From an optimization exercise on the open Yosys and OpenROAD flow, aimed at small area and a short achievable clock period; shortcuts taken in it are not production practice.
At most, simulation tests tie the RTL to the original design; equivalence was not proved.
No functional check of the RTL was part of runs 7 and 8.

## flow/design.v (module list and top-level ports; edited modules follow where they fit)
// module adc_mul: 110 lines
// module adc_norm: 16 lines
// module adc_nrm12: 11 lines
// module srt_row: 31 lines
// module srt_sel: 8 lines
// module srt_drv: 4 lines
// module srt_cy3: 6 lines
// module srt_ne3: 3 lines
// module srt_bit: 6 lines
// module srt_bith: 6 lines
// module adc_sign: 17 lines
// module adc_conv: 32 lines
// module adc_xor23: 3 lines
// module adc_shift: 21 lines
// module mul12x24: 841 lines
// module adc_fa: 4 lines
// module adc_ha: 4 lines
module adc_mul
(
    input  logic         clk_i,
    input  logic         rst_i,
    input  logic [11:0]  x_i,
    input  logic [11:0]  y_i,
    input  logic [11:0]  z_i,
    output logic [11:0]  fp_o
);
  // ...
==> flow/flow/run.sh <==
#!/bin/bash
# The standard layout (standard.sh), with the input and output ports
# buffered by sky130_fd_sc_hd__buf_2 cells instead of the cell buffer_ports picks
# by default. Everything else, synthesis included, is the standard flow.
set -euo pipefail
export BUFFER_PORTS_ARGS="-buffer_cell sky130_fd_sc_hd__buf_2"
bash standard.sh > standard.log 2>&1
==> flow/standard.sh <==
#!/bin/bash
# synth_recipe.tcl (not shown) runs the flow's synth.tcl, then flattens the netlist and writes it again
# the make line also repeats each setting of config.mk as NAME=value (left out here)
make -C /OpenROAD-flow-scripts/flow DESIGN_CONFIG=/design/flow/config.mk WORK_HOME=/design/flow/orfs CLKGATE_MAP_FILE= SYNTH_SCRIPT=/design/flow/synth_recipe.tcl "${@:-finish}"
==> flow/config.mk <==
export PLATFORM = sky130hd
export DESIGN_NAME = adc_mul
export DESIGN_NICKNAME = adc_mul
export VERILOG_FILES = /design/flow/design.v
export SDC_FILE = /design/flow/constraint.sdc
export NUM_CORES = 4
export LEC_CHECK = 0
export CAP_MARGIN = 20
export CORE_MARGIN = 2
export CORE_UTILIZATION = 55
export CTS_BUF_LIST = sky130_fd_sc_hd__clkbuf_8
export PLACE_DENSITY = 0.7
export SLEW_MARGIN = 20
export SYNTH_HIERARCHICAL = 1
export SYNTH_MINIMUM_KEEP_SIZE = 0
==> flow/constraint.sdc <==
create_clock -name core_clock -period 95.0 [get_ports {clk_i}]
set_input_delay 19.0000 -clock core_clock [delete_from_list [all_inputs] [get_ports {clk_i}]]
set_output_delay 19.0000 -clock core_clock [all_outputs]
set_load 0.01 [all_outputs]
==> impl_metrics.json, run 1 <==
{
  "outcome": "no timing/DRC/antenna violations",
  "seqCellArea_mm2": 0.00431,
  "wl_mm": 59.7,
  "cap_violations": 0,
  "seq_cells": 211,
  "cts_htree_levels": 2,
  "synth_area_mm2": 0.0262,
  "die_area_mm2": 0.0494,
  "grt_max_degree": 29,
  "dp.cells": 3034,
  "grt_pass1_vias": 20500,
  "path_delay_family": "flip-flops",
  "final_cell_mix": "fa_1, nand2_1, a22o_1, dfxtp_1, inv_1",
  "crit_start": "fp_o[7]",
  "layout.cells.non_filler": 3090,
  "grt.total_usage_pct": 24.9,
  "n_tap_cell": 607,
  "syn_avg_cell_area_um2": 10.8,
  "rrSetupSlack_ns": 75.78,
  "grt.met2_usage_pct": 42.9,
  "antenna_found_initial": 0,
  "r2r-end": "fp_o[2]",
  "final_nets": 3080
}
==> run 2: changes to the inputs <==
--- a/flow/config.mk
+++ b/flow/config.mk
@@ -7,9 +7,8 @@
 export LEC_CHECK = 0
 export CAP_MARGIN = 20
 export CORE_MARGIN = 2
-export CORE_UTILIZATION = 55
+export CORE_UTILIZATION = 40
 export CTS_BUF_LIST = sky130_fd_sc_hd__clkbuf_8
-export PLACE_DENSITY = 0.7
 export SLEW_MARGIN = 20
 export SYNTH_HIERARCHICAL = 1
 export SYNTH_MINIMUM_KEEP_SIZE = 0
==> run 2 against run 1 <==
Compared with the run above:
- count of clock-buffer cells in the layout is 7 higher
- cell count increased by 8.1%
- first-iteration DRC count down 22%
- critical path type unchanged
- register-to-register slack lost 0.09 ns
- sequential share of layout area is 0.19 points lower
==> impl_metrics.json, run 2 <==
{
  "min_period_ns": 20.04,
  "rows": 93,
  "cp-end-kind": "output port",
  "crit_slowest_cell": "dfrtp_1",
  "antenna_left": 0,
  "io_pins": 50,
  "rr_startpoint": "s3r[11]",
  "layout.cells.non_filler": 3341,
  "globalRoute.totalOverflow": 0,
  "path_clk_slew_ns": 0.06,
  "synth_warnings": 24,
  "die_area_mm2": 0.0675,
  "grt_setup_unrepaired": "no",
  "crit_buf_inv": 1,
  "cts_resized": 0,
  "cts_hold_buf": 0,
  "vias": 18700,
  "fillers": 6122,
  "final_cell_mix": "fa_1, nand2_1, a22o_1, dfxtp_1, inv_1",
  "cts.sinks": 211,
  "first_pass_iters": 7,
  "cp.required_ns": 76.00,
  "place.gp.congestion": 0.847,
  "post-route-util_pct": 43.4,
  "start_kind": "flop",
  "drc": 0,
  "outcome": "no timing/DRC/antenna violations",
  "seqCellArea_mm2": 0.00431,
  "grt.total_usage_pct": 18.8,
  "max-slew-margin-rel_pct": 20.1,
  "synth_area_mm2": 0.0262,
  "vias_per_cell": 5.60,
  "die_y_um": 260,
  "fmax_mhz": 49.9,
  "rrSetupSlack_ns": 75.69,
  "hold_path_startpoint": "x2[4]",
  "antenna_found_initial": 1,
  "grt_max_degree": 29,
  "drive_gt1_share_pct": 9.01,
  "drtIter0Drc": 948,
  "largest_registers": "n3 x18, p3 x18",
  "io_buffers": 49,
  "avgRoutedWirePerCell_um": 18.3,
  "multi_input_area_mm2": 0.0209,
  "critical_path.max_stage_delay_ns": 0.37,
  "finalHoldViolations": 0,
  "wl_mm": 61.3,
  "critPathArrivalTime_ns": 1.04,
  "fin_crit_sh_pct": 21.1,
  "dp.cells": 3280,
  "cts_max_path_buffers": 3,
  "slew_violations": 0,
  "cts_setup_buffers": 0,
  "initial_core_util_pct": 40.5,
  "core_mm2": 0.0646,
  "synthCells": 2435,
  "clockRootBuffer": "clkbuf_8",
  "cap_violations": 0,
  "crit_fanout": 1,
  "path_class": "reg2out",
  "grt_pass1_wl_mm": 105,
  "whs_ns": 0.319,
  "syn_avg_cell_area_um2": 10.8,
  "area_growth_pct": 7.00,
  "cp_cell_sequence": "buf_2",
  "cts_htree_levels": 2,
  "layout_commonest_cell": "fa_1",
  "die_x_um": 260,
  "tightest_slew_ns": 1.19,
  "setup_viol": 0,
  "path_delay_family": "flip-flops",
  "crit_start": "fp_o[10]",
  "grt_pass1_vias": 20600,
  "cts_buffers": 35,
  "hold_path.class": "reg2reg",
  "clock_latency_ns": 0.57,
  "fin_worst_skew_ns": 0.0320,
  "cts_tree": "yes",
  "hpwlAfterDp_mm": 49.9,
  "finalSetupTns_ns": 0,
  "final_nets": 3078
}
run 2: through the flow:
step	setup WS [ns]	area [um2]
floorplan	75.62	26200
global placement	75.53	27200
detailed placement	75.52	27200
CTS	74.90	28000
global route	74.59	28000
finish	74.96	28000
run 2: per-layer routing:
layer | part of all wire [%] | up-vias | track usage [%]
li1 | - | 8402 | -
met1 | 43 | 9723 | 24.5
met2 | 50 | 483 | 32.6
met3 | 4.5 | 94 | 2.49
met4 | 2.0 | 0 | 5.04
met5 | 0 | - | 0
run 2: area by class of cell:
type	instances	area share (%)
clock buffers	44	2.16
clock inverters	16	0.491
repair buffers	66	1.33
diodes	1	0.00893
well taps	855	3.82
flip-flops and latches	211	15.4
inverters	165	2.21
multi-input cells	1983	74.6
run 2: path summary, 6_finish.rpt:
path	to	cells past startpoint
min	x3[4]	0
max	fp_o[10]	1
min in group asynchronous	fp_o[5]	2
max reg2reg	fp_o[2]	66
min reg2reg	x3[4]	0
max in group asynchronous	vld[2]	2
run 2: worst register-to-register path, delay by kind of cell, from the launching register on:
kind | cells | cell delay, ns
DFF | 1 | 0.36
adders and majority gates | 15 | 6.82
AOI/OAI and AO/OA | 26 | 5.36
and+or+nand+nor | 10 | 2.92
xor gates and xnor gates | 7 | 2.49
buffers and inverters | 8 | 1.25
==> run 3: changes to the inputs <==
--- a/flow/config.mk
+++ b/flow/config.mk
@@ -8,7 +8,8 @@
 export CAP_MARGIN = 20
 export CORE_MARGIN = 2
 export CORE_UTILIZATION = 40
-export CTS_BUF_LIST = sky130_fd_sc_hd__clkbuf_8
+export CTS_BUF_LIST = sky130_fd_sc_hd__clkbuf_16
+export CTS_CLUSTER_SIZE = 20
 export SLEW_MARGIN = 20
 export SYNTH_HIERARCHICAL = 1
 export SYNTH_MINIMUM_KEEP_SIZE = 0
==> run 3 against run 2 <==
Compared with the run above:
- count of clock-buffer cells in the layout fell by 18
- via count fell by 0.21%
- register-to-register slack better by 0.03 ns
- clock skew is 0.018 ns lower
- setup slack gained 0.0061 ns
- hold slack improved by 0.0027 ns
- final area is 0.35% higher
- critical path depth stayed put
- routed wire length up 0.41%
- critical path type unchanged
==> impl_metrics.json, run 3 <==
{
  "critical_path.max_stage_delay_ns": 0.37,
  "grt.total_usage_pct": 18.7,
  "start_kind": "flop",
  "fmax_mhz": 49.9,
  "min_period_ns": 20.04,
  "place.gp.congestion": 0.847,
  "avgRoutedWirePerCell_um": 18.5,
  "initial_core_util_pct": 40.5,
  "dp.cells": 3280,
  "synthCells": 2435,
  "cts.sinks": 211,
  "cp_cell_sequence": "buf_2",
  "grt_pass1_vias": 20500,
  "grt_max_degree": 29,
  "hold_path.class": "reg2reg",
  "clock_latency_ns": 0.53,
  "clockRootBuffer": "clkbuf_16",
  "synth_warnings": 24,
  "cts_htree_levels": 1,
  "max-slew-margin-rel_pct": 19.0,
  "vias": 18700,
  "wl_mm": 61.6,
  "finalHoldViolations": 0,
  "layout.cells.non_filler": 3324,
  "cp.required_ns": 76.00,
  "cts_tree": "yes",
  "slew_violations": 0,
  "io_pins": 50,
  "largest_registers": "n3 x18, p3 x18",
  "drc": 0,
  "n_antenna_cell": 0,
  "crit_slowest_cell": "dfrtp_1",
  "grt_setup_unrepaired": "no",
  "fin_worst_skew_ns": 0.0142,
  "syn_avg_cell_area_um2": 10.8,
  "drtIter0Drc": 986,
  "die_y_um": 260,
  "design_area_mm2": 0.0281,
  "vias_per_cell": 5.61,
  "cts_resized": 0,
  "critPathArrivalTime_ns": 1.04,
  "die_x_um": 260,
  "antenna_found_initial": 0,
  "rows": 93,
  "cts_setup_buffers": 0,
  "layout_commonest_cell": "fa_1",
  "drive_gt1_share_pct": 8.46,
  "place_area_mm2": 0.0272,
  "first_pass_iters": 7,
  "whs_ns": 0.322,
  "globalRoute.totalOverflow": 0,
  "fin_crit_sh_pct": 21.1,
  "final_cell_mix": "fa_1, nand2_1, a22o_1, dfxtp_1, inv_1",
  "core_mm2": 0.0646,
  "grt_pass1_wl_mm": 105,
  "cap_violations": 0,
  "cp-end-kind": "output port",
  "antenna_left": 0,
  "path_delay_family": "flip-flops",
  "die_area_mm2": 0.0675,
  "hpwlAfterDp_mm": 49.9,
  "tightest_slew_ns": 1.21,
  "synth_area_mm2": 0.0262,
  "cts_max_path_buffers": 3,
  "cts_buffers": 24,
  "io_buffers": 49,
  "cts_hold_buf": 0,
  "crit_fanout": 1,
  "finalSetupTns_ns": 0,
  "path_class": "reg2out",
  "area_growth_pct": 7.37,
  "path_clk_slew_ns": 0.06,
  "setup_viol": 0,
  "final_nets": 3067,
  "crit_buf_inv": 1,
  "outcome": "no timing/DRC/antenna violations"
}
-- run 3: cell types whose count changed in the layout (fill, tap and decap cells not counted), sizes merged --
cell,previous run,this run
bufinv,2,3
clkbuf,44,26
clkinv,7,4
clkinvlp,2,4
diode,1,0
inv,170,172
-- run 3: area by class of cell --
type | count | area (um2)
repair buffers | 66 | 373
multi-input cells | 1983 | 20900
clock buffers | 26 | 651
fillers | 6097 | 36500
well taps | 855 | 1070
flip-flops and latches | 211 | 4310
clock inverters | 18 | 193
inverters | 165 | 619
-- run 3: layer usage --
metal  global-route usage (%)  vias up  routed length, um
li1                         -     8380                  -
met5                        0        -                  0
met4                     4.23        0                983
met3                     2.01       86               2650
met2                     32.9      452              31000
met1                     24.6     9745              27000
-- run 3: path summary, 6_finish.rpt --
check	startpoint	endpoint	slack (ns)	depth (start not counted)
min	p2[21]	p3[21]	0.32	0
min in group asynchronous	rst_i	fp_o[4]	18.50	2
max reg2reg	s3r[11]	fp_o[2]	75.72	66
max	fp_o[10]	fp_o[10]	74.96	1
max in group asynchronous	rst_i	vld[2]	76.14	2
min reg2reg	p2[21]	p3[21]	0.32	0
-- run 3: per-stage QoR --
| step | utilization [%] | setup slack [ns] |
|---|---|---|
| finish | 43.5 | 74.96 |
| global route | 43.5 | 74.58 |
| detailed placement | 42.2 | 75.52 |
| floorplan | - | 75.62 |
| CTS | 43.5 | 74.94 |
| global placement | 42.1 | 75.53 |
==> run 4: changes to the inputs <==
==> flow/flow/run.sh (replaced) <==
#!/bin/bash
# The standard layout (standard.sh), with the input and output ports
# buffered by sky130_fd_sc_hd__buf_2 cells instead of the cell buffer_ports picks
# by default, and clock tree synthesis asked for larger sink clusters so that
# the tree has fewer levels. Everything else, synthesis included, is the
# standard flow.
set -euo pipefail
export BUFFER_PORTS_ARGS="-buffer_cell sky130_fd_sc_hd__buf_2"
export CTS_ARGS="-sink_clustering_enable -repair_clock_nets -buf_list sky130_fd_sc_hd__clkbuf_16 -root_buf sky130_fd_sc_hd__clkbuf_16 -sink_clustering_size 24 -sink_clustering_max_diameter 90 -sink_clustering_levels 1"
bash standard.sh > standard.log 2>&1
--- a/flow/config.mk
+++ b/flow/config.mk
@@ -8,8 +8,6 @@
 export CAP_MARGIN = 20
 export CORE_MARGIN = 2
 export CORE_UTILIZATION = 40
-export CTS_BUF_LIST = sky130_fd_sc_hd__clkbuf_16
-export CTS_CLUSTER_SIZE = 20
 export SLEW_MARGIN = 20
 export SYNTH_HIERARCHICAL = 1
 export SYNTH_MINIMUM_KEEP_SIZE = 0
==> run 4 against run 3 <==
Compared with the run above:
- routed wire length is 0.58% lower
- maximum frequency about the same
- highest routed layer unchanged
- critical path depth stayed put
- count of clock-buffer cells in the layout shrank 9
- synthesized cell count unchanged
- register-to-register slack got worse by 0.02 ns
- still clean on timing, DRC and antenna
- utilization decreased by 0.46 points
- non-clock buffer count unchanged
- critical path type unchanged
- first-iteration DRC count is 2.3% lower
==> impl_metrics.json, run 4 <==
{
  "globalRoute.totalOverflow": 0,
  "critical_path.max_stage_delay_ns": 0.37,
  "final_nets": 3059,
  "finalHoldViolations": 0,
  "dp.cells": 3280,
  "cts_max_path_buffers": 3,
  "die_area_mm2": 0.0675,
  "slew_violations": 0,
  "start_kind": "flop",
  "initial_core_util_pct": 40.5,
  "outcome": "no timing/DRC/antenna violations",
  "synth_area_mm2": 0.0262,
  "cts_resized": 0,
  "die_x_um": 260,
  "cts_setup_buffers": 0,
  "setup_viol": 0,
  "drtIter0Drc": 963,
  "path_class": "reg2out",
  "worst_slack_ns": 74.98,
  "largest_registers": "n3 x18, p3 x18",
  "cts_tree": "yes",
  "clockRootBuffer": "clkbuf_16",
  "grt_setup_unrepaired": "no",
  "cts_hold_buf": 0,
  "vias": 18600,
  "clock_latency_ns": 0.51,
  "finalSetupTns_ns": 0,
  "grt_pass1_vias": 20400,
  "crit_buf_inv": 1,
  "worstHoldPathCells": 0,
  "drc": 0,
  "grt_pass1_wl_mm": 104,
  "max-slew-margin-rel_pct": 18.9,
  "hpwlAfterDp_mm": 49.9,
  "cap_violations": 0,
  "crit_fanout": 1,
  "hold_end": "x3[6]",
  "fmax_mhz": 49.9,
  "worst-r2r-cell-count": 66,
  "rr_startpoint": "s3r[11]",
  "cts_htree_levels": 1,
  "grt_max_degree": 29,
  "place.gp.congestion": 0.847,
  "first_pass_iters": 5,
  "cts_buffers": 16,
  "vias_per_cell": 5.63,
  "rows": 93,
  "die_y_um": 260,
  "path_clk_slew_ns": 0.09,
  "layout.cells.non_filler": 3305,
  "antenna_left": 0,
  "final_cell_mix": "fa_1, nand2_1, a22o_1, dfxtp_1, inv_1",
  "crit_slowest_cell": "dfrtp_1",
  "wl_mm": 61.2,
  "drive_gt1_share_pct": 7.88,
  "antenna_found_initial": 0,
  "synth_warnings": 24,
  "pre_cts_ws_ns": 75.52,
  "avgRoutedWirePerCell_um": 18.5,
  "n_antenna_cell": 0,
  "fin_crit_sh_pct": 21.1,
  "tightest_slew_ns": 1.21,
  "syn_avg_cell_area_um2": 10.8,
  "grt.total_usage_pct": 18.6,
  "critPathArrivalTime_ns": 1.02,
  "synthCells": 2435,
  "io_buffers": 49,
  "cp_cell_sequence": "buf_2",
  "area_growth_pct": 6.24,
  "r2r-end": "fp_o[2]",
  "cp-end-kind": "output port",
  "io_pins": 50,
  "cts.sinks": 211,
  "rrSetupSlack_ns": 75.70,
  "layout_commonest_cell": "fa_1",
  "min_period_ns": 20.02,
  "hold_path.class": "reg2reg",
  "fin_worst_skew_ns": 0.0278,
  "core_mm2": 0.0646,
  "cp.required_ns": 76.00,
  "path_delay_family": "flip-flops",
  "hold_path_startpoint": "x2[6]"
}
-- run 4: how the worst max path moves through the flow --
stage / slack [ns] / depth (start not counted) / startpoint / endpoint
floorplan: 75.62 / 0 / fp_o[0] / fp_o[0]
global placement: 75.53 / 1 / fp_o[2] / fp_o[2]
detailed placement: 75.52 / 1 / fp_o[10] / fp_o[10]
CTS: 74.95 / 1 / fp_o[10] / fp_o[10]
global route: 74.59 / 66 / s3r[11] / fp_o[6]
finish: 74.98 / 1 / fp_o[10] / fp_o[10]
-- run 4: through the flow --
| step | hold slack [ns] | util (%) | instance area [um2] |
|---|---|---|---|
| final | 0.327 | 43.1 | 27800 |
| after global routing | 0.322 | 43.1 | 27800 |
| after CTS | 0.327 | 43.0 | 27800 |
| after detailed placement | 0.312 | 42.2 | 27200 |
| after global placement | 0.312 | 42.1 | 27200 |
| after floorplan | 0.310 | - | 26200 |
-- run 4: final cells by class --
cell class / instances / area, um2
clock buffers: 17 / 425
clock inverters: 8 / 123
fillers: 6124 / 36800
inverters: 165 / 619
multi-input cells: 1983 / 20900
flip-flops and latches: 211 / 4310
well taps: 855 / 1070
repair buffers: 66 / 373
-- run 4: layer usage --
layer / global-route usage (%) / wire length [um]
met1: 24.5 / 26700
met2: 32.7 / 30800
met3: 1.96 / 2600
met4: 4.26 / 1140
met5: 0 / 0
==> run 5: changes to the inputs <==
--- a/flow/flow/run.sh
+++ b/flow/flow/run.sh
@@ -6,5 +6,5 @@
 # standard flow.
 set -euo pipefail
 export BUFFER_PORTS_ARGS="-buffer_cell sky130_fd_sc_hd__buf_2"
-export CTS_ARGS="-sink_clustering_enable -repair_clock_nets -buf_list sky130_fd_sc_hd__clkbuf_16 -root_buf sky130_fd_sc_hd__clkbuf_16 -sink_clustering_size 24 -sink_clustering_max_diameter 90 -sink_clustering_levels 1"
+export CTS_ARGS="-sink_clustering_enable -repair_clock_nets -buf_list sky130_fd_sc_hd__clkbuf_8 -root_buf sky130_fd_sc_hd__clkbuf_16 -sink_clustering_size 18 -sink_clustering_max_diameter 90"
 bash standard.sh > standard.log 2>&1
==> run 5 against run 4 <==
Compared with the run above:
- sequential share of layout area increased by 0.098 points
- area after synthesis unchanged
- highest routed layer unchanged
==> impl_metrics.json, run 5 <==
{
  "outcome": "no timing/DRC/antenna violations",
  "crit_fanout": 1,
  "cp-end-kind": "output port",
  "n_antenna_cell": 0,
  "cap_violations": 0,
  "cp.required_ns": 76.00,
  "start_kind": "flop",
  "grt_pass1_wl_mm": 105,
  "fin_worst_skew_ns": 0.0279,
  "globalRoute.totalOverflow": 0,
  "clockRootBuffer": "clkbuf_16",
  "design_area_mm2": 0.0276,
  "worstHoldPathCells": 0,
  "worst-r2r-cell-count": 66,
  "fillers": 6148,
  "wl_mm": 61.2,
  "min_period_ns": 20.02,
  "finalSetupTns_ns": 0,
  "crit_slowest_cell": "dfrtp_1",
  "cts_htree_levels": 1,
  "drive_gt1_share_pct": 7.84,
  "die_x_um": 260,
  "post-route-util_pct": 42.8,
  "synth_warnings": 24,
  "hold_path_startpoint": "x2[6]",
  "antenna_left": 0,
  "tightest_slew_ns": 1.18,
  "avgRoutedWirePerCell_um": 18.5,
  "place.gp.congestion": 0.847,
  "cp_num_cells": 1,
  "grt_setup_unrepaired": "no",
  "vias_per_cell": 5.61,
  "final_cell_mix": "fa_1, nand2_1, a22o_1, dfxtp_1, inv_1",
  "path_class": "reg2out",
  "die_y_um": 260,
  "grt_max_degree": 29,
  "core_mm2": 0.0646,
  "fmax_mhz": 50.0,
  "layout.cells.non_filler": 3304,
  "vias": 18500,
  "critPathArrivalTime_ns": 1.02,
  "io_buffers": 49,
  "final_nets": 3060,
  "cts_max_path_buffers": 3,
  "pre_cts_ws_ns": 75.52,
  "syn_avg_cell_area_um2": 10.8,
  "max-slew-margin-rel_pct": 21.2,
  "cts_setup_buffers": 0,
  "layout_commonest_cell": "fa_1",
  "crit_buf_inv": 1,
  "synthCells": 2435,
  "setup_viol": 0,
  "io_pins": 50,
  "antenna_found_initial": 0,
  "place_area_mm2": 0.0272,
  "hpwlAfterDp_mm": 49.9,
  "fin_crit_sh_pct": 21.1,
  "dp.cells": 3280,
  "cts_buffers": 17,
  "rr_startpoint": "s3r[11]",
  "synth_area_mm2": 0.0262,
  "seqCellArea_mm2": 0.00431,
  "area_growth_pct": 5.57,
  "grt.total_usage_pct": 18.6,
  "drtIter0Drc": 960,
  "clock_latency_ns": 0.50,
  "critical_path.max_stage_delay_ns": 0.38,
  "worst_slack_ns": 74.98,
  "first_pass_iters": 5,
  "cts_resized": 0,
  "cts.sinks": 211,
  "cp_cell_sequence": "buf_2",
  "rows": 93,
  "die_area_mm2": 0.0675,
  "slew_violations": 0,
  "path_delay_family": "flip-flops",
  "drc": 0,
  "hold_path.class": "reg2reg",
  "finalHoldViolations": 0,
  "path_clk_slew_ns": 0.11,
  "largest_registers": "n3 x18, p3 x18",
  "cts_tree": "yes",
  "initial_core_util_pct": 40.5,
  "crit_start": "fp_o[10]",
  "grt_pass1_vias": 20400,
  "multi_input_area_mm2": 0.0209,
  "cts_hold_buf": 0
}
-- run 5: cell count changes in the layout (fill, tap and decap cells not counted), sizes merged --
| cell | change |
|---|---|
| clkinv | -2 |
| clkinvlp | -1 |
| bufinv | +2 |
-- run 5: stage by stage --
stage,hold WS [ns]
finish,0.331
global route,0.320
CTS,0.331
detailed placement,0.312
global placement,0.312
floorplan,0.310
-- run 5: layout make-up --
| cell class | count | area share [%] |
|---|---|---|
| Multi-Input combinational cell | 1983 | 75.6 |
| Sequential cell | 211 | 15.6 |
| Tap cell | 855 | 3.87 |
| Inverter | 165 | 2.24 |
| Timing Repair Buffer | 66 | 1.35 |
| Clock buffer | 17 | 0.969 |
| Clock inverter | 7 | 0.380 |
-- run 5: per-layer routing --
| layer | vias up | wire (um) | GRT usage, % | part of all wire [%] |
|---|---|---|---|---|
| met1 | 9629 | 26700 | 24.6 | 44 |
| met5 | - | 0 | 0 | 0 |
| li1 | 8348 | - | - | - |
| met4 | 0 | 1060 | 4.18 | 1.7 |
| met2 | 469 | 30800 | 32.7 | 50 |
| met3 | 86 | 2670 | 1.93 | 4.4 |
-- run 5: final timing paths --
| path | endpoint | slack (ns) |
|---|---|---|
| setup / recovery | fp_o[10] | 74.98 |
| hold / removal | x3[6] | 0.33 |
| setup reg to reg | fp_o[2] | 75.70 |
| hold reg to reg | x3[6] | 0.33 |
| max in group asynchronous | vld[2] | 76.10 |
| min in group asynchronous | vld[1] | 18.52 |
==> run 6: changes to the inputs <==
--- a/flow/flow/run.sh
+++ b/flow/flow/run.sh
@@ -6,5 +6,5 @@
 # standard flow.
 set -euo pipefail
 export BUFFER_PORTS_ARGS="-buffer_cell sky130_fd_sc_hd__buf_2"
-export CTS_ARGS="-sink_clustering_enable -repair_clock_nets -buf_list sky130_fd_sc_hd__clkbuf_8 -root_buf sky130_fd_sc_hd__clkbuf_16 -sink_clustering_size 18 -sink_clustering_max_diameter 90"
+export CTS_ARGS="-sink_clustering_enable -repair_clock_nets -buf_list sky130_fd_sc_hd__clkbuf_16 -root_buf sky130_fd_sc_hd__clkbuf_16 -sink_clustering_size 30 -sink_clustering_max_diameter 120"
 bash standard.sh > standard.log 2>&1
==> run 6 against run 5 <==
Compared with the run above:
- maximum frequency hardly changed
- setup slack better by 0.018 ns
- sequential share of layout area hardly changed
- still clean on timing, DRC and antenna
- die area stayed put
- via count is 0.13% higher
- critical endpoint unchanged
- area after synthesis stayed put
==> impl_metrics.json, run 6 <==
{
  "finalHoldViolations": 0,
  "synth_area_mm2": 0.0262,
  "final_nets": 3054,
  "synthCells": 2435,
  "synth_warnings": 24,
  "layout_commonest_cell": "fa_1",
  "antenna_found_initial": 0,
  "rows": 93,
  "seqCellArea_mm2": 0.00431,
  "critical_path.max_stage_delay_ns": 0.38,
  "crit_buf_inv": 1,
  "grt_pass1_wl_mm": 104,
  "cp_cell_sequence": "buf_2",
  "worst_slack_ns": 75.00,
  "largest_registers": "n3 x18, p3 x18",
  "core_mm2": 0.0646,
  "dp.cells": 3280,
  "max-slew-margin-rel_pct": 20.9,
  "clockRootBuffer": "clkbuf_16",
  "io_buffers": 49,
  "cts_tree": "yes",
  "grt_max_degree": 31,
  "path_delay_family": "flip-flops",
  "fmax_mhz": 50.0,
  "finalSetupTns_ns": 0,
  "pre_cts_ws_ns": 75.52,
  "outcome": "no timing/DRC/antenna violations",
  "antenna_left": 0,
  "rrSetupSlack_ns": 75.68,
  "vias": 18600,
  "first_pass_iters": 5,
  "grt_setup_unrepaired": "no",
  "start_kind": "flop",
  "slew_violations": 0,
  "cts_hold_buf": 0,
  "layout.cells.non_filler": 3295,
  "cts_setup_buffers": 0,
  "cts_buffers": 11,
  "clock_latency_ns": 0.50,
  "hpwlAfterDp_mm": 49.9,
  "avgRoutedWirePerCell_um": 18.5,
  "cp-end-kind": "output port",
  "drtIter0Drc": 1018,
  "crit_fanout": 1,
  "critPathArrivalTime_ns": 1.00,
  "n_antenna_cell": 0,
  "grt.total_usage_pct": 18.5,
  "initial_core_util_pct": 40.5,
  "die_area_mm2": 0.0675,
  "vias_per_cell": 5.63,
  "grt_pass1_vias": 20300,
  "globalRoute.totalOverflow": 0,
  "syn_avg_cell_area_um2": 10.8,
  "drive_gt1_share_pct": 7.54,
  "cts_max_path_buffers": 3,
  "min_period_ns": 20.00,
  "place.gp.congestion": 0.847,
  "multi_input_area_mm2": 0.0209,
  "cp.required_ns": 76.00,
  "final_cell_mix": "fa_1, nand2_1, a22o_1, dfxtp_1, inv_1",
  "fillers": 6151,
  "whs_ns": 0.325,
  "tightest_slew_ns": 1.18,
  "cts.sinks": 211,
  "crit_slowest_cell": "dfrtp_1",
  "drc": 0,
  "fin_worst_skew_ns": 0.0164,
  "cts_htree_levels": 1,
  "path_class": "reg2out",
  "io_pins": 50,
  "cap_violations": 0,
  "area_growth_pct": 5.34,
  "wl_mm": 61.1,
  "fin_crit_sh_pct": 21.1,
  "die_y_um": 260,
  "hold_path.class": "reg2reg",
  "die_x_um": 260,
  "path_clk_slew_ns": 0.11,
  "cts_resized": 0,
  "setup_viol": 0
}
-- run 6: final timing paths --
kind	from	endpoint	cells after the start
max in group asynchronous	rst_i	fp_o[10]	2
min reg2reg	x2[7]	x3[7]	0
max	fp_o[10]	fp_o[10]	1
min	x2[7]	x3[7]	0
min in group asynchronous	rst_i	fp_o[2]	2
max reg2reg	s3r[11]	fp_o[2]	66
-- run 6: routing by layer --
metal / global-route usage (%) / up-vias / part of all wire [%]
met5: 0 / - / 0
met4: 4.17 / 0 / 1.9
met3: 1.93 / 98 / 4.3
met2: 32.7 / 470 / 50
met1: 24.5 / 9651 / 44
li1: - / 8338 / -
-- run 6: per-stage QoR --
step / utilization [%] / area (um2)
floorplan: - / 26200
global placement: 42.1 / 27200
detailed placement: 42.2 / 27200
CTS: 42.7 / 27500
global route: 42.7 / 27600
finish: 42.7 / 27600
-- run 6: worst register-to-register path: cells and delay by family, from the launching register on --
kind,cells,cell delay [ns]
buffers and inverters,8,1.24
adder cells (fa/ha/maj),15,6.82
AO/OA/AOI/OAI,26,5.41
XOR/XNOR,7,2.46
AND/OR/NAND/NOR,10,2.92
flip-flops,1,0.37
-- run 6: area by class of cell --
type | count | area share (%)
tap | 855 | 3.88
clock buffer | 11 | 0.998
sequential | 211 | 15.6
inverter | 165 | 2.25
timing repair buffer | 66 | 1.35
multi-input combinational | 1983 | 75.8
clock inverter | 4 | 0.132
==> module adc_mul, before the edit <==
module adc_mul
(
    input  logic         clk_i,
    input  logic         rst_i,
    input  logic [11:0]  x_i,
    input  logic [11:0]  y_i,
    input  logic [11:0]  z_i,
    output logic [11:0]  fp_o
);
    localparam int C2 = 9;     
    localparam int C3 = 19;    
    logic [11:0] x1, y1, z1;
    always_ff @(posedge clk_i) begin
        x1 <= x_i;
        y1 <= y_i;
        z1 <= z_i;
    end
    logic [2:0] vld;
    always_ff @(posedge clk_i or posedge rst_i) begin
        if (rst_i) vld <= '0;
        else       vld <= {vld[1:0], 1'b1};
    end
    logic [10:0] ny1, nz1;
    logic [4:0]  sh1;
    logic        ge1;
    adc_norm u_norm (.x(x1), .y(y1), .z(z1), .ny(ny1), .nz(nz1), .sh(sh1), .ge(ge1));
    logic [13:0] ws [1:24];
    logic [13:0] wc [1:24];
    logic [13:0] yy1, zz1;
    assign yy1   = ge1 ? {3'b001, ny1} : {2'b01, ny1, 1'b0};
    assign zz1   = ~{3'b001, nz1};
    assign ws[1] = yy1 ^ zz1;
    assign wc[1] = {yy1[12:0] & zz1[12:0], 1'b1};
    logic [10:0] zt [1:3];
    logic [10:0] zb [1:3];
    assign zt[1] = nz1;
    assign zb[1] = ~nz1;
    logic [22:0] dp, dn;
    logic [13:0] rs [1:24];
    logic [13:0] rc [1:24];
    generate
        for (genvar j = 2; j <= 24; j++) begin : g_row
            localparam int ST = (j <= C2) ? 1 : (j <= C3) ? 2 : 3;
            srt_row #(.FIRST(j == 2)) u_row (
                .s(rs[j-1]), .c(rc[j-1]), .z(zt[ST]), .zb(zb[ST]),
                .qp(dp[24-j]), .qn(dn[24-j]), .so(ws[j]),
                .co({wc[j][13:2], wc[j][0]}));
            assign wc[j][1] = 1'b0;
        end
        for (genvar k = 1; k <= 24; k++) begin : g_in
            if (k != C2 && k != C3) begin : g_w
                assign rs[k] = ws[k];
                assign rc[k] = wc[k];
            end
        end
    endgenerate
    logic [11:0] x2;
    logic [13:0] s2r;
    logic [13:1] c2r;
    logic [10:0] z2;
    logic [4:0]  sh2;
    logic [22:24-C2] p2, n2;
    always_ff @(posedge clk_i) begin
        x2  <= x1;
        s2r <= ws[C2];
        c2r <= wc[C2][13:1];
        z2  <= nz1;
        sh2 <= sh1;
        p2  <= dp[22:24-C2];
        n2  <= dn[22:24-C2];
    end
    assign rs[C2] = s2r;
    assign rc[C2] = {c2r, p2[24-C2]};     
    assign zt[2]  = z2;
    assign zb[2]  = ~z2;
    logic [11:0] x3;
    logic [13:0] s3r;
    logic [13:1] c3r;
    logic [10:0] z3;
    logic [4:0]  sh3;
    logic [22:24-C3] p3, n3;
    always_ff @(posedge clk_i) begin
        x3  <= x2;
        s3r <= ws[C3];
        c3r <= wc[C3][13:1];
        z3  <= z2;
        sh3 <= sh2;
        p3  <= {p2, dp[23-C2:24-C3]};
        n3  <= {n2, dn[23-C2:24-C3]};
    end
    assign rs[C3] = s3r;
    assign rc[C3] = {c3r, p3[24-C3]};
    assign zt[3]  = z3;
    assign zb[3]  = ~z3;
    logic [22:0] pp, nn, m;
    logic        neg;
    logic [35:12] p;
    logic [11:0] res;
    assign pp = {p3, dp[23-C3:0]};
    assign nn = {n3, dn[23-C3:0]};
    adc_sign  u_sign (.s(ws[24]), .c(wc[24]), .neg(neg));
    adc_conv #(.K(24 - C3)) u_conv (.p(pp), .n(nn), .neg(neg), .m(m));
    mul12x24  u_mul  (.x(x3), .m(m), .p(p));
    adc_shift u_shf  (.p(p), .sh(sh3), .res(res));
    always_ff @(posedge clk_i or posedge rst_i) begin
        if (rst_i)       fp_o <= '0;
        else if (vld[2]) fp_o <= res;
        else             fp_o <= '0;
    end
endmodule
==> module srt_row, before the edit <==
module srt_row #(parameter bit FIRST = 0)
    (input  logic [13:0] s, input logic [13:0] c,
     input  logic [10:0] z, input logic [10:0] zb,
     output logic qp, output logic qn,
     output logic [13:0] so, output logic [12:0] co);
    logic e3, nz3, qp1, qn1;
    srt_sel u_sel (.s(s[13:10]), .c(c[13:10]), .e3(e3), .nz(nz3));
    srt_drv u_d0 (.e3(e3), .nz(nz3), .qp(qp), .qn(qn));
    srt_drv u_d1 (.e3(e3), .nz(nz3), .qp(qp1), .qn(qn1));
    logic [13:0] cw;
    assign co = {cw[13:2], cw[0]};
    assign so[0] = (qp & zb[0]) | (qn & z[0]);
    assign cw[0] = qp;
    srt_bit u_b1 (.s(s[0]), .c(c[0]), .z(z[1]), .zb(zb[1]), .qp(qp), .qn(qn),
                  .so(so[1]), .co(cw[2]));
    if (FIRST) begin : g_first
        srt_bit u_b2 (.s(s[1]), .c(c[1]), .z(z[2]), .zb(zb[2]), .qp(qp), .qn(qn),
                      .so(so[2]), .co(cw[3]));
    end else begin : g_next
        srt_bith u_b2 (.s(s[1]), .z(z[2]), .zb(zb[2]), .qp(qp), .qn(qn),
                       .so(so[2]), .co(cw[3]));
    end
    for (genvar i = 3; i <= 10; i++) begin : g_b
        srt_bit u_b (.s(s[i-1]), .c(c[i-1]), .z(z[i]), .zb(zb[i]),
                     .qp(i < 7 ? qp : qp1), .qn(i < 7 ? qn : qn1),
                     .so(so[i]), .co(cw[i+1]));
    end
    adc_fa u_b11 (.a(s[10]), .b(c[10]), .c(qn1), .s(so[11]), .co(cw[12]));
    adc_fa u_b12 (.a(s[11]), .b(c[11]), .c(qp1), .s(so[12]), .co(cw[13]));
    assign so[13] = s[12] ^ c[12] ^ qp1;
endmodule
==> run 7: changes to the inputs <==
--- a/flow/design.v
+++ b/flow/design.v
@@ -9,6 +9,7 @@
 );
     localparam int C2 = 9;     
     localparam int C3 = 19;    
+    localparam logic [24:0] DUPROW = 25'h0000000;
     logic [11:0] x1, y1, z1;
     always_ff @(posedge clk_i) begin
         x1 <= x_i;
@@ -41,7 +42,7 @@
     generate
         for (genvar j = 2; j <= 24; j++) begin : g_row
             localparam int ST = (j <= C2) ? 1 : (j <= C3) ? 2 : 3;
-            srt_row #(.FIRST(j == 2)) u_row (
+            srt_row #(.FIRST(j == 2), .DUP(DUPROW[j])) u_row (
                 .s(rs[j-1]), .c(rc[j-1]), .z(zt[ST]), .zb(zb[ST]),
                 .qp(dp[24-j]), .qn(dn[24-j]), .so(ws[j]),
                 .co({wc[j][13:2], wc[j][0]}));
@@ -135,7 +136,7 @@
     assign lz[0] = ~c[11];
     assign n     = lz[0] ? {c[10:0], 1'b0} : c;
 endmodule
-module srt_row #(parameter bit FIRST = 0)
+module srt_row #(parameter bit FIRST = 0, parameter bit DUP = 1)
     (input  logic [13:0] s, input logic [13:0] c,
      input  logic [10:0] z, input logic [10:0] zb,
      output logic qp, output logic qn,
@@ -143,7 +144,12 @@
     logic e3, nz3, qp1, qn1;
     srt_sel u_sel (.s(s[13:10]), .c(c[13:10]), .e3(e3), .nz(nz3));
     srt_drv u_d0 (.e3(e3), .nz(nz3), .qp(qp), .qn(qn));
-    srt_drv u_d1 (.e3(e3), .nz(nz3), .qp(qp1), .qn(qn1));
+    if (DUP) begin : g_dup
+        srt_drv u_d1 (.e3(e3), .nz(nz3), .qp(qp1), .qn(qn1));
+    end else begin : g_one
+        assign qp1 = qp;
+        assign qn1 = qn;
+    end
     logic [13:0] cw;
     assign co = {cw[13:2], cw[0]};
     assign so[0] = (qp & zb[0]) | (qn & z[0]);
==> run 7 against run 6 <==
Compared with the run above:
- first-iteration DRC count grew 1.1%
- area after synthesis shrank 0.77%
- largest cell class unchanged
- sequential cell count is the same
- hold slack gained 0.0037 ns
- sequential share of layout area is essentially flat
- clock skew grew 0.0076 ns
- synthesized cell count shrank 1.9%
- non-clock buffer count grew 11
- still clean
- highest routed layer unchanged
==> impl_metrics.json, run 7 <==
{
  "worst-r2r-cell-count": 66,
  "grt_pass1_wl_mm": 103,
  "cp.required_ns": 76.00,
  "grt_use_met3_pct": 1.51,
  "rr_startpoint": "s3r[11]",
  "fillers": 6151,
  "path_clk_slew_ns": 0.10,
  "min_period_ns": 20.01,
  "fin_crit_sh_pct": 21.1,
  "cts.sinks": 211,
  "grt.busiest_layer": "met2",
  "cap_violations": 0,
  "first_pass_iters": 5,
  "die_y_um": 259,
  "critPathArrivalTime_ns": 1.01,
  "grt.total_usage_pct": 18.5,
  "crit_slowest_cell": "dfrtp_1",
  "core_mm2": 0.0643,
  "crit_fanout": 1,
  "area_growth_pct": 5.76,
  "hpwlAfterDp_mm": 48.8,
  "cts_tree": "yes",
  "clockRootBuffer": "clkbuf_16",
  "cp-end-kind": "output port",
  "path_class": "reg2out",
  "slew_violations": 0,
  "globalRoute.totalOverflow": 0,
  "finalHoldViolations": 0,
  "wl_mm": 60.4,
  "n_antenna_cell": 0,
  "max-slew-margin-rel_pct": 21.5,
  "grt_pass1_vias": 20000,
  "hold_path.class": "reg2reg",
  "cts_setup_buffers": 0,
  "worst_slack_ns": 74.99,
  "fin_worst_skew_ns": 0.0240,
  "rows": 93,
  "synth_warnings": 24,
  "worstHoldPathCells": 0,
  "place.gp.congestion": 0.852,
  "pre_cts_ws_ns": 75.29,
  "cts_buffers": 11,
  "setup_viol": 0,
  "die_area_mm2": 0.0670,
  "largest_registers": "n3 x18, p3 x18",
  "vias": 18300,
  "whs_ns": 0.329,
  "syn_avg_cell_area_um2": 10.9,
  "start_kind": "flop",
  "synthCells": 2389,
  "vias_per_cell": 5.60,
  "initial_core_util_pct": 40.4,
  "fmax_mhz": 50.0,
  "hold_end": "x3[9]",
  "antenna_left": 0,
  "hold_path_startpoint": "x2[9]",
  "clock_latency_ns": 0.49,
  "cts_max_path_buffers": 3,
  "tightest_slew_ns": 1.18,
  "critical_path.max_stage_delay_ns": 0.39,
  "path_delay_family": "flip-flops",
  "io_pins": 50,
  "layout_commonest_cell": "fa_1",
  "final_nets": 3019,
  "grt_max_degree": 31,
  "seqCellArea_mm2": 0.00430,
  "cts_hold_buf": 0,
  "crit_buf_inv": 1,
  "drive_gt1_share_pct": 8.81,
  "avgRoutedWirePerCell_um": 18.5,
  "cts_resized": 0,
  "rrSetupSlack_ns": 75.14,
  "cp_cell_sequence": "buf_2",
  "cts_htree_levels": 1,
  "final_cell_mix": "fa_1, nand2_1, a22o_1, dfxtp_1, inv_1",
  "synth_area_mm2": 0.0260,
  "drtIter0Drc": 1029,
  "outcome": "no timing/DRC/antenna violations",
  "drc": 0,
  "multi_input_area_mm2": 0.0208,
  "die_x_um": 259,
  "io_buffers": 49,
  "antenna_found_initial": 0,
  "met1_usage_pct": 24.9,
  "r2r-end": "fp_o[2]",
  "finalSetupTns_ns": 0,
  "grt_setup_unrepaired": "no",
  "grt.met2_usage_pct": 32.6
}
[run 7: cell count changes in the layout (fill, tap and decap cells not counted), sizes merged]
cell,change
and2,-23
bufinv,+1
buf,+11
inv,-24
[run 7: layer usage]
layer | share of wire [%] | wire [um] | up-vias
met5 | 0 | 0 | -
met4 | 1.6 | 951 | 0
met3 | 3.4 | 2060 | 68
met2 | 50 | 30400 | 395
met1 | 45 | 27000 | 9571
li1 | - | - | 8237
[run 7: how the worst max path moves through the flow]
| stage | startpoint | endpoint | slack (ns) | cells after the start |
|---|---|---|---|---|
| final | fp_o[3] | fp_o[3] | 74.99 | 1 |
| after global routing | s3r[11] | fp_o[2] | 73.91 | 66 |
| after CTS | fp_o[3] | fp_o[3] | 74.96 | 1 |
| after detailed placement | s3r[11] | fp_o[2] | 75.29 | 66 |
| after global placement | fp_o[2] | fp_o[2] | 75.53 | 1 |
| after floorplan | fp_o[0] | fp_o[0] | 75.62 | 0 |
[run 7: per-stage QoR]
step | cell area [um2] | instances | utilization [%]
floorplan | 26000 | 2406 | -
global placement | 27100 | 3245 | 42.1
detailed placement | 27100 | 3245 | 42.1
CTS | 27400 | 3260 | 42.6
global route | 27500 | 3260 | 42.7
finish | 27500 | 3260 | 42.7
[run 7: cell type report]
type / count / area share (%)
multi-input cells: 1960 / 75.6
flip-flops and latches: 211 / 15.7
well taps: 855 / 3.89
inverters: 142 / 1.94
repair buffers: 77 / 1.66
clock buffers: 11 / 1.00
clock inverters: 4 / 0.223
==> run 8: changes to the inputs <==
--- a/flow/design.v
+++ b/flow/design.v
@@ -8,7 +8,7 @@
     output logic [11:0]  fp_o
 );
     localparam int C2 = 9;     
-    localparam int C3 = 19;    
+    localparam int C3 = 20;    
     localparam logic [24:0] DUPROW = 25'h0000000;
     logic [11:0] x1, y1, z1;
     always_ff @(posedge clk_i) begin
==> run 8 against run 7 <==
Compared with the run above:
- still clean on timing, DRC and antenna
- utilization rose by 0.22 points
- highest routed layer unchanged
- via count up 0.42%
- largest cell class unchanged
==> impl_metrics.json, run 8 <==
{
  "outcome": "no timing/DRC/antenna violations",
  "synthCells": 2399,
  "globalRoute.totalOverflow": 0,
  "core_mm2": 0.0645,
  "grt_setup_unrepaired": "no",
  "largest_registers": "n3 x19, p3 x19",
  "pre_cts_ws_ns": 75.52,
  "worstHoldPathCells": 0,
  "fmax_mhz": 50.0,
  "critical_path.max_stage_delay_ns": 0.38,
  "fillers": 6168,
  "rows": 93,
  "crit_fanout": 1,
  "hpwlAfterDp_mm": 48.3,
  "tightest_slew_ns": 1.17,
  "first_pass_iters": 5,
  "crit_buf_inv": 1,
  "setup_viol": 0,
  "die_y_um": 260,
  "whs_ns": 0.333,
  "synth_warnings": 24,
  "wl_mm": 59.9,
  "crit_slowest_cell": "dfrtp_1",
  "vias_per_cell": 5.61,
  "place.gp.congestion": 0.852,
  "final_cell_mix": "fa_1, nand2_1, a22o_1, dfxtp_1, inv_1",
  "cts_buffers": 12,
  "max-slew-margin-rel_pct": 21.7,
  "grt.total_usage_pct": 18.3,
  "drtIter0Drc": 1120,
  "grt_pass1_vias": 20200,
  "slew_violations": 0,
  "antenna_found_initial": 0,
  "fin_crit_sh_pct": 21.0,
  "multi_input_area_mm2": 0.0209,
  "worst-r2r-cell-count": 66,
  "antenna_left": 0,
  "clock_latency_ns": 0.50,
  "cts_resized": 0,
  "avgRoutedWirePerCell_um": 18.3,
  "rr_startpoint": "s2r[11]",
  "r2r-end": "s3r[8]",
  "cap_violations": 0,
  "n_antenna_cell": 0,
  "rrSetupSlack_ns": 76.21,
  "finalSetupTns_ns": 0,
  "cts_max_path_buffers": 3,
  "post-route-util_pct": 42.9,
  "hold_path_startpoint": "x2[4]",
  "drc": 0,
  "hold_path.class": "reg2reg",
  "hold_end": "x3[4]",
  "seqCellArea_mm2": 0.00435,
  "cp_num_cells": 1,
  "area_growth_pct": 5.94,
  "die_x_um": 260,
  "min_period_ns": 19.99,
  "initial_core_util_pct": 40.5,
  "cts_hold_buf": 0,
  "critPathArrivalTime_ns": 0.99,
  "cts_tree": "yes",
  "layout_commonest_cell": "fa_1",
  "clockRootBuffer": "clkbuf_16",
  "path_clk_slew_ns": 0.11,
  "grt_pass1_wl_mm": 103,
  "path_delay_family": "flip-flops",
  "io_pins": 50,
  "final_nets": 3026,
  "finalHoldViolations": 0,
  "start_kind": "flop",
  "worst_slack_ns": 75.01,
  "drive_gt1_share_pct": 9.40,
  "synth_area_mm2": 0.0261,
  "syn_avg_cell_area_um2": 10.9,
  "fin_worst_skew_ns": 0.0246,
  "io_buffers": 49,
  "cp.required_ns": 76.00,
  "grt_max_degree": 31,
  "cp-end-kind": "output port",
  "cts_setup_buffers": 0,
  "cts.sinks": 213,
  "vias": 18300,
  "path_class": "reg2out",
  "cts_htree_levels": 1,
  "cp_cell_sequence": "buf_2",
  "die_area_mm2": 0.0674
}
run 8: final cells by class:
cell class / count / area share [%]
Sequential cell: 213 / 15.7
Multi-Input combinational cell: 1967 / 75.5
Inverter: 143 / 1.94
Clock buffer: 13 / 1.18
Clock inverter: 5 / 0.235
Timing Repair Buffer: 73 / 1.54
Tap cell: 855 / 3.87
run 8: how the worst max path moves through the flow:
stage               endpoint     from
floorplan            fp_o[0]  fp_o[0]
global placement     fp_o[3]  fp_o[3]
detailed placement   fp_o[8]    rst_i
CTS                  fp_o[8]  fp_o[8]
global route          s3r[8]  s2r[11]
finish               fp_o[0]  fp_o[0]
run 8: per-layer routing:
| layer | vias up | global-route usage (%) | wire length, um |
|---|---|---|---|
| li1 | 8267 | - | - |
| met1 | 9585 | 24.6 | 26500 |
| met2 | 432 | 31.8 | 29900 |
| met3 | 63 | 2.08 | 2680 |
| met4 | 0 | 3.90 | 851 |
| met5 | - | 0 | 0 |
run 8: per-stage QoR:
stage	area [um2]	std cells
finish	27700	3269
global route	27700	3269
CTS	27600	3269
detailed placement	27200	3251
global placement	27200	3251
floorplan	26200	2416
==> module adc_norm, before the edit <==
module adc_norm (input logic [11:0] x, input logic [11:0] y, input logic [11:0] z,
                 output logic [10:0] ny, output logic [10:0] nz,
                 output logic [4:0] sh, output logic ge);
    logic [3:0]  lzy, lzz;
    logic [11:0] ty, tz;
    adc_nrm12 u_y (.v(y), .n(ty), .lz(lzy));
    adc_nrm12 u_z (.v(z), .n(tz), .lz(lzz));
    assign ny = ty[10:0];
    assign nz = tz[10:0];
    assign ge = ny >= nz;
    always_comb begin
        if (x == 12'd0 || y == 12'd0) sh = 5'd31;
        else if (z == 12'd0)           sh = 5'd30;
        else                           sh = 5'(5'd12 + lzy - lzz - {4'd0, ge});
    end
endmodule
==> run 9: changes to the inputs <==
--- a/flow/design.v
+++ b/flow/design.v
@@ -8,8 +8,7 @@
     output logic [11:0]  fp_o
 );
     localparam int C2 = 9;     
-    localparam int C3 = 20;    
-    localparam logic [24:0] DUPROW = 25'h0000000;
+    localparam int C3 = 19;    
     logic [11:0] x1, y1, z1;
     always_ff @(posedge clk_i) begin
         x1 <= x_i;
@@ -42,7 +41,7 @@
     generate
         for (genvar j = 2; j <= 24; j++) begin : g_row
             localparam int ST = (j <= C2) ? 1 : (j <= C3) ? 2 : 3;
-            srt_row #(.FIRST(j == 2), .DUP(DUPROW[j])) u_row (
+            srt_row #(.FIRST(j == 2)) u_row (
                 .s(rs[j-1]), .c(rc[j-1]), .z(zt[ST]), .zb(zb[ST]),
                 .qp(dp[24-j]), .qn(dn[24-j]), .so(ws[j]),
                 .co({wc[j][13:2], wc[j][0]}));
@@ -114,15 +113,27 @@
                  output logic [4:0] sh, output logic ge);
     logic [3:0]  lzy, lzz;
     logic [11:0] ty, tz;
+    logic [10:0] g, t;
+    logic [2:0]  gb, tb;
     adc_nrm12 u_y (.v(y), .n(ty), .lz(lzy));
     adc_nrm12 u_z (.v(z), .n(tz), .lz(lzz));
     assign ny = ty[10:0];
     assign nz = tz[10:0];
-    assign ge = ny >= nz;
+    assign g = ny & ~nz;
+    assign t = ny | ~nz;
     always_comb begin
-        if (x == 12'd0 || y == 12'd0) sh = 5'd31;
-        else if (z == 12'd0)           sh = 5'd30;
-        else                           sh = 5'(5'd12 + lzy - lzz - {4'd0, ge});
+        for (int k = 0; k < 2; k++) begin
+            gb[k] = g[4*k+3] | (t[4*k+3] & (g[4*k+2] | (t[4*k+2] & (g[4*k+1] | (t[4*k+1] & g[4*k])))));
+            tb[k] = &t[4*k +: 4];
+        end
+        gb[2] = g[10] | (t[10] & (g[9] | (t[9] & g[8])));
+        tb[2] = &t[10:8];
+        ge = gb[2] | (tb[2] & (gb[1] | (tb[1] & (gb[0] | tb[0]))));
+    end
+    always_comb begin
+        if (x == 12'd0 || !ty[11]) sh = 5'd31;
+        else if (!tz[11])           sh = 5'd30;
+        else                        sh = 5'(5'd12 + lzy - lzz - {4'd0, ge});
     end
 endmodule
 module adc_nrm12 (input logic [11:0] v, output logic [11:0] n, output logic [3:0] lz);
@@ -136,7 +147,7 @@
     assign lz[0] = ~c[11];
     assign n     = lz[0] ? {c[10:0], 1'b0} : c;
 endmodule
-module srt_row #(parameter bit FIRST = 0, parameter bit DUP = 1)
+module srt_row #(parameter bit FIRST = 0)
     (input  logic [13:0] s, input logic [13:0] c,
      input  logic [10:0] z, input logic [10:0] zb,
      output logic qp, output logic qn,
@@ -144,12 +155,7 @@
     logic e3, nz3, qp1, qn1;
     srt_sel u_sel (.s(s[13:10]), .c(c[13:10]), .e3(e3), .nz(nz3));
     srt_drv u_d0 (.e3(e3), .nz(nz3), .qp(qp), .qn(qn));
-    if (DUP) begin : g_dup
-        srt_drv u_d1 (.e3(e3), .nz(nz3), .qp(qp1), .qn(qn1));
-    end else begin : g_one
-        assign qp1 = qp;
-        assign qn1 = qn;
-    end
+    srt_drv u_d1 (.e3(e3), .nz(nz3), .qp(qp1), .qn(qn1));
     logic [13:0] cw;
     assign co = {cw[13:2], cw[0]};
     assign so[0] = (qp & zb[0]) | (qn & z[0]);
@@ -170,7 +176,12 @@
     end
     adc_fa u_b11 (.a(s[10]), .b(c[10]), .c(qn1), .s(so[11]), .co(cw[12]));
     adc_fa u_b12 (.a(s[11]), .b(c[11]), .c(qp1), .s(so[12]), .co(cw[13]));
-    assign so[13] = s[12] ^ c[12] ^ qp1;
+    logic x12;
+    adc_xor1 u_x13 (.a(s[12]), .b(c[12]), .y(x12));
+    assign so[13] = x12 ^ qp1;
+endmodule
+module adc_xor1 (input logic a, input logic b, output logic y);
+    assign y = a ^ b;
 endmodule
 module srt_sel (input logic [3:0] s, input logic [3:0] c, output logic e3, output logic nz);
     logic c3, x3, lo;
--- a/flow/flow/run.sh
+++ b/flow/flow/run.sh
@@ -1,8 +1,8 @@
 #!/bin/bash
 # The standard layout (standard.sh), with the input and output ports
 # buffered by sky130_fd_sc_hd__buf_2 cells instead of the cell buffer_ports picks
-# by default, and clock tree synthesis asked for larger sink clusters so that
-# the tree has fewer levels. Everything else, synthesis included, is the
+# by default, and clock tree synthesis asked for larger sink clusters (fewer
+# clock buffers, clkbuf_16 throughout). Everything else, synthesis included, is the
 # standard flow.
 set -euo pipefail
 export BUFFER_PORTS_ARGS="-buffer_cell sky130_fd_sc_hd__buf_2"
==> run 9 against run 8 <==
Compared with the run above:
- register-to-register slack got worse by 0.39 ns
- first-iteration DRC count decreased by 1.8%
- still clean
- largest cell class unchanged
- final area decreased by 0.80%
- via count decreased by 0.24%
- hold slack improved by 0.0026 ns
- utilization decreased by 0.19 points
- global-route usage decreased by 0.086 points
- critical path type unchanged
- cell count increased by 1.1%
==> impl_metrics.json, run 9 <==
{
  "r2r-end": "fp_o[2]",
  "grt.total_usage_pct": 18.2,
  "grt_max_degree": 31,
  "cp_cell_sequence": "buf_2",
  "drc": 0,
  "wl_mm": 59.7,
  "synth_warnings": 24,
  "layout.cells.non_filler": 3306,
  "final_cell_mix": "fa_1, nand2_1, a22o_1, dfxtp_1, inv_1",
  "hpwlAfterDp_mm": 48.9,
  "cp_num_cells": 1,
  "syn_avg_cell_area_um2": 10.6,
  "worst-r2r-cell-count": 66,
  "cts_resized": 0,
  "globalRoute.totalOverflow": 0,
  "io_buffers": 49,
  "crit_start": "fp_o[2]",
  "first_pass_iters": 5,
  "drtIter0Drc": 1100,
  "rrSetupSlack_ns": 75.82,
  "avgRoutedWirePerCell_um": 18.1,
  "clock_latency_ns": 0.50,
  "place.gp.congestion": 0.862,
  "cts_tree": "yes",
  "antenna_left": 0,
  "slew_violations": 0,
  "fin_worst_skew_ns": 0.0216,
  "n_antenna_cell": 0,
  "crit_fanout": 1,
  "initial_core_util_pct": 40.3,
  "finalSetupTns_ns": 0,
  "grt_setup_unrepaired": "no",
  "max-slew-margin-rel_pct": 20.4,
  "cts_setup_buffers": 0,
  "core_mm2": 0.0642,
  "dp.cells": 3288,
  "start_kind": "flop",
  "crit_buf_inv": 1,
  "cp-end-kind": "output port",
  "vias": 18300,
  "die_x_um": 259,
  "critPathArrivalTime_ns": 1.00,
  "io_pins": 50,
  "path_class": "reg2out",
  "outcome": "no timing/DRC/antenna violations",
  "area_growth_pct": 5.94,
  "synthCells": 2443,
  "cp.required_ns": 76.00,
  "die_y_um": 259,
  "drive_gt1_share_pct": 7.79,
  "cts_htree_levels": 1,
  "cts_buffers": 12,
  "largest_registers": "n3 x18, p3 x18",
  "clockRootBuffer": "clkbuf_16",
  "rows": 93,
  "min_period_ns": 20.00,
  "fmax_mhz": 50.0,
  "cts.sinks": 211,
  "setup_viol": 0,
  "hold_path.class": "reg2reg",
  "layout_commonest_cell": "fa_1",
  "critical_path.max_stage_delay_ns": 0.38,
  "tightest_slew_ns": 1.19,
  "vias_per_cell": 5.54,
  "path_clk_slew_ns": 0.10,
  "final_nets": 3052,
  "antenna_found_initial": 0,
  "cap_violations": 0,
  "cp-endpoint": "fp_o[2]",
  "die_area_mm2": 0.0668,
  "cts_hold_buf": 0,
  "grt_pass1_wl_mm": 102,
  "synth_area_mm2": 0.0259,
  "crit_slowest_cell": "dfrtp_1",
  "rr_startpoint": "s3r[11]",
  "cts_max_path_buffers": 3,
  "path_delay_family": "flip-flops",
  "grt_pass1_vias": 20100,
  "fin_crit_sh_pct": 21.1,
  "finalHoldViolations": 0
}
[run 9: changes by cell type in the layout (fill, tap and decap cells not counted), sizes merged, moves of 3 or more]
cell    previous run  this run
nor2              71        62
buf               73        66
a21oi             61        54
and2              42        65
o21ai             57        53
o311a              2         5
nand2b            32        40
xor2              30        76
inv              147       165
nor4              16         9
ha                79        68
maj3               3         6
xor3              23         0
nor2b              6        11
[run 9: per-stage QoR]
stage / util, % / cell area (um2) / hold slack, ns / setup WS (ns)
after floorplan: - / 26000 / 0.310 / 75.62
after global placement: 41.9 / 26900 / 0.310 / 75.53
after detailed placement: 42.0 / 27000 / 0.312 / 75.51
after CTS: 42.6 / 27400 / 0.337 / 74.97
after global routing: 42.7 / 27400 / 0.341 / 74.40
final: 42.7 / 27400 / 0.335 / 75.00
[run 9: cell type report]
type / instances / area (um2)
clock buffers: 13 / 325
fillers: 6124 / 36800
clock inverters: 5 / 73.8
well taps: 855 / 1070
flip-flops and latches: 211 / 4300
repair buffers: 66 / 373
inverters: 163 / 612
multi-input cells: 1993 / 20700
[run 9: worst min-delay path by stage]
stage               endpoint    from  slack, ns  depth (start not counted)
floorplan             n3[15]  n2[15]       0.31                          0
global placement       x3[7]   x2[7]       0.31                          0
detailed placement    p3[20]  p2[20]       0.31                          0
CTS                   p3[17]  p2[17]       0.34                          0
global route           x3[5]   x2[5]       0.34                          0
finish                p3[16]  p2[16]       0.34                          0
[run 9: metal layers]
metal  track usage, %  vias up  wire [um]  part of all wire, %
li1                 -     8322          -                    -
met1             24.3     9502      26500                   44
met2             32.3      400      30000                   50
met3             1.34       79       2090                  3.5
met4             4.14        0       1060                  1.8
met5                0        -          0                    0

[what the ideal ports hide]
No port has a modelled driver above. Below, the same layouts with a new extraction and two added sets of constraints. Step 1 assumes that a clkbuf_16 drives the clock port and a buf_2 every other input. Step 2 also shifts input and output timing later by t, the mid clock arrival at the registers, as if the neighbouring blocks saw the same clock. a / b / c = ideal / step 1 / step 2; a / b = the first two.
run	shift t [ns]	setup WS [ns]	latest minus earliest clock arrival (ns)
run 1	0.622	74.895 / 74.847 / 75.469	0.058 / 0.058
run 2	0.614	74.959 / 74.897 / 75.511	0.036 / 0.036
run 3	0.592	74.965 / 74.900 / 75.492	0.014 / 0.014
run 4	0.553	74.979 / 74.925 / 75.478	0.030 / 0.030
run 5	0.542	74.983 / 74.925 / 75.467	0.029 / 0.029
run 6	0.540	75.001 / 74.947 / 75.487	0.018 / 0.019
run 7	0.538	74.985 / 74.929 / 75.138	0.024 / 0.024
run 8	0.546	75.009 / 74.954 / 75.500	0.025 / 0.025
run 9	0.550	74.998 / 74.940 / 75.490	0.025 / 0.024
After both steps every run listed still meets setup and hold.
